From an optimization exercise on the open Yosys and OpenROAD flow, aimed at small area; shortcuts taken in it are not production practice.
RTL that was checked went through simulation tests only; none was proved equivalent to the original.
Power is estimated from default activity; no workload was simulated.

// MemChecker
module MemChecker(
  input          clock,
  input          reset,
  output [31:0]  io_mem_address,
  output [63:0]  io_mem_byteenable,
  output         io_mem_read,
  input  [511:0] io_mem_readdata,
  input  [1:0]   io_mem_response,
  output         io_mem_write,
  output [511:0] io_mem_writedata,
  input          io_mem_waitrequest,
  input          io_mem_readdatavalid,
  input          io_mem_writeresponsevalid,
  output [7:0]   io_mem_burstcount,
  output         io_ctrl_AW_ready,
  input          io_ctrl_AW_valid,
  input  [7:0]   io_ctrl_AW_bits_addr,
  input  [2:0]   io_ctrl_AW_bits_prot,
  output         io_ctrl_W_ready,
  input          io_ctrl_W_valid,
  input  [31:0]  io_ctrl_W_bits_wdata,
  input  [3:0]   io_ctrl_W_bits_wstrb,
  input          io_ctrl_B_ready,
  output         io_ctrl_B_valid,
  output [1:0]   io_ctrl_B_bits,
  output         io_ctrl_AR_ready,
  input          io_ctrl_AR_valid,
  input  [7:0]   io_ctrl_AR_bits_addr,
  input  [2:0]   io_ctrl_AR_bits_prot,
  input          io_ctrl_R_ready,
  output         io_ctrl_R_valid,
  output [31:0]  io_ctrl_R_bits_rdata,
  output [1:0]   io_ctrl_R_bits_rresp
);
Settings: LEC_CHECK=0, ABC_AREA=0, CAP_MARGIN=30, CORE_MARGIN=2, CORE_UTILIZATION=40, SLEW_MARGIN=30; clock period 10.0 ns.
run.sh (not shown) runs the stock make flow with config.mk's settings and CLKGATE_MAP_FILE= SYNTH_SCRIPT=/design/flow/synth_recipe.tcl, a recipe that flattens the netlist after the stock synthesis.
The first run aborted during 3_2_place_iop (PPL-0024).
Rerun with:
- CORE_AREA: not set -> 3 3 647 197
- CORE_MARGIN: 2 -> not set
- CORE_UTILIZATION: 40 -> not set
- DIE_AREA: not set -> 0 0 650 200
The changed run completed with no timing, DRC or antenna violations.
Synthesized area is unchanged.
Synthesized cell count is unchanged.
No run of this note included a check of the RTL's function; only the layout flow was run.

---

== v38 ==
MemChecker, a different RTL version from the one above (not shown whole).
Size: roughly 640 flip-flops, ~1200 I/O pins.
Settings: LEC_CHECK=0, ABC_AREA=0, CAP_MARGIN=20, CORE_AREA=3 3 422 422, DIE_AREA=0 0 425 425, PLACE_DENSITY=0.75, SLEW_MARGIN=20; clock period 10.0 ns.
standard.sh (not shown) runs the stock make flow with config.mk's settings and CLKGATE_MAP_FILE= SYNTH_SCRIPT=/design/flow/synth_recipe.tcl, a recipe that flattens the netlist after the stock synthesis.
==> flow/flow/run.sh <==
#!/bin/bash
# Layout flow: the standard flow (standard.sh) with these changes to how the layout is built:
#  - synthesis is standard.sh's own, except that ABC maps the logic with an area-oriented
#    script (flow/abc_area_nf.script: &synch2, &dch, then &nf -a) instead of ORFS's abc_speed.script;
#    the flip-flops, their names and cell types come out as in the standard synthesis;
#  - the port buffers that buffer_ports inserts use the smallest buffer cell (buf_1);
#  - clock tree synthesis runs without dummy loads, with clkbuf_4/clkbuf_8 and sink clusters of
#    up to 16 flip-flops within 60 um.
# Output: synth.log (synthesis), standard.log (the rest of the flow); ORFS's logs under orfs/logs.
set -euo pipefail
work=$(pwd)
rm -rf "$work/orfs_scripts"
cp -r "$FLOW_HOME/scripts" "$work/orfs_scripts"
cp "$work/flow/abc_area_nf.script" "$work/orfs_scripts/abc_speed.script"
SCRIPTS_DIR="$work/orfs_scripts" bash standard.sh synth > synth.log 2>&1
export BUFFER_PORTS_ARGS="-buffer_cell sky130_fd_sc_hd__buf_1"
export CTS_ARGS="-sink_clustering_enable -repair_clock_nets -dont_use_dummy_load -buf_list {sky130_fd_sc_hd__clkbuf_4 sky130_fd_sc_hd__clkbuf_8} -sink_clustering_size 16 -sink_clustering_max_diameter 60"
bash standard.sh > standard.log 2>&1
==> flow/flow/abc_area_nf.script <==
&get -n
&st
&synch2
&dch
&nf -a -R 10000 -E 1000
&put
> inputs changed (v38 -> v16)
==> flow/flow/run.sh <==
#!/bin/bash
# Layout flow: the standard flow (standard.sh) with these changes to how the layout is built:
#  - synthesis is standard.sh's own, except that ABC maps the logic with an area-oriented
#    script (flow/abc_area_nf.script) instead of ORFS's abc_speed.script; the flip-flops,
#    their names and cell types come out as in the standard synthesis;
#  - the port buffers that buffer_ports inserts use the smallest buffer cell (buf_1);
#  - clock tree synthesis runs without dummy loads.
# Output: synth.log (synthesis), standard.log (the rest of the flow); ORFS's logs under orfs/logs.
set -euo pipefail
work=$(pwd)
rm -rf "$work/orfs_scripts"
cp -r "$FLOW_HOME/scripts" "$work/orfs_scripts"
cp "$work/flow/abc_area_nf.script" "$work/orfs_scripts/abc_speed.script"
SCRIPTS_DIR="$work/orfs_scripts" bash standard.sh synth > synth.log 2>&1
export BUFFER_PORTS_ARGS="-buffer_cell sky130_fd_sc_hd__buf_1"
export CTS_ARGS="-sink_clustering_enable -repair_clock_nets -dont_use_dummy_load -buf_list {sky130_fd_sc_hd__clkbuf_4 sky130_fd_sc_hd__clkbuf_8}"
bash standard.sh > standard.log 2>&1
==> flow/flow/abc_area_nf.script <==
&get -n
&st
&dch
&nf -a -R 10000 -E 1000
&put
[summary]
Taking v38 as the reference, in v16 final instance area grew by 940 µm², share of post-route cells with drive strength above 1 grew by 1.1 points, via count shrank by 711. Looking at first-iteration DRC count, v16 sits below v38. The setup slack of v16 is larger than that of v38. Global-route track usage on met2 for v16 is lower than for v38.
The following lists how v34 was set up differently from v16:
Settings: a change of CORE_AREA from 3 3 422 422 to 3 3 647 197; a change of CAP_MARGIN from 20 to 30; a change of DIE_AREA from 0 0 425 425 to 0 0 650 200.
==> flow/flow/run.sh <==
#!/bin/bash
# Layout flow: the standard flow (standard.sh) with these changes to how the layout is built:
#  - synthesis is standard.sh's own, except that ABC maps the logic with an area-oriented
#    script (flow/abc_area_nf.script: &dch then &nf -a) instead of ORFS's abc_speed.script;
#    the flip-flops, their names and cell types come out as in the standard synthesis;
#  - the port buffers that buffer_ports inserts use the smallest buffer cell (buf_1);
#  - clock tree synthesis runs without dummy loads, with clkbuf_4/clkbuf_8 and sink clusters of
#    up to 16 flip-flops within 60 um.
# Output: synth.log (synthesis), standard.log (the rest of the flow); ORFS's logs under orfs/logs.
set -euo pipefail
work=$(pwd)
rm -rf "$work/orfs_scripts"
cp -r "$FLOW_HOME/scripts" "$work/orfs_scripts"
cp "$work/flow/abc_area_nf.script" "$work/orfs_scripts/abc_speed.script"
SCRIPTS_DIR="$work/orfs_scripts" bash standard.sh synth > synth.log 2>&1
export BUFFER_PORTS_ARGS="-buffer_cell sky130_fd_sc_hd__buf_1"
export CTS_ARGS="-sink_clustering_enable -repair_clock_nets -dont_use_dummy_load -buf_list {sky130_fd_sc_hd__clkbuf_4 sky130_fd_sc_hd__clkbuf_8} -sink_clustering_size 12 -sink_clustering_max_diameter 50"
bash standard.sh > standard.log 2>&1
==> comparison <==
v34 vs v16, power went down by about 17%.
Most heavily used metal layer in global routing = met1: v34; most heavily used metal layer in global routing = met2: v16
Count of non-filler cells in the finished layout in v34 is 679 below v16.
Against v16, v34 reports a finished layout cell area that is lower.
Between v34 and v16, the detailed-route via count is higher for v34.
Between v16 and v34, post-route clock period utilization increased.
Compared to v16, v34 has detailed-route vias per instance 12% higher.
[v34] number of tapcells fell about 30% relative to v16
Summary of the comparison: worst setup slack is lower in v34, relative to v16.
Going from v16 to v34, sequential share of layout area grew by 1.2 points; total instance count after detailed placement shrank by 9.0%.

[afterwards: timing with drivers on the ports]
How much do the figures lean on ideal ports? The routed layouts below were timed once more, with nothing changed but the port constraints. Step 1 sets driving cells, clkbuf_16 on the clock port and buf_2 on the other inputs (assumed; they add their load-dependent delay and slew). Step 2 times the ports against the registers' clock, not the clock port: input delays grow and output delays shrink by t, the midpoint of the rising clock arrivals with the driver on. Slacks: no drivers / after step 1 / after step 2; pairs: no drivers / after step 1.
run | shift t [ns] | setup slack, ns | worst hold slack (ns) | latest minus earliest clock arrival (ns) | cell pins on the clock port's net
the second run of note 1 | 0.741 | 2.313 / 2.215 / 2.744 | 0.364 / 0.364 / 0.364 | 0.070 / 0.070 | 1
v38 | 0.690 | 1.082 / 1.106 / 0.417 | 0.353 / 0.353 / 0.353 | 0.109 / 0.109 | 1
v16 | 0.702 | 1.469 / 1.414 / 0.712 | 0.301 / 0.301 / 0.301 | 0.126 / 0.126 | 1
v34 | 0.757 | 1.142 / 1.166 / 0.409 | 0.333 / 0.333 / 0.333 | 0.080 / 0.080 | 1
After both steps setup and hold are still met in every run listed. The setup slack of v16, which loses most, moves by -0.055 ns with the drivers and by -0.757 ns with both steps.
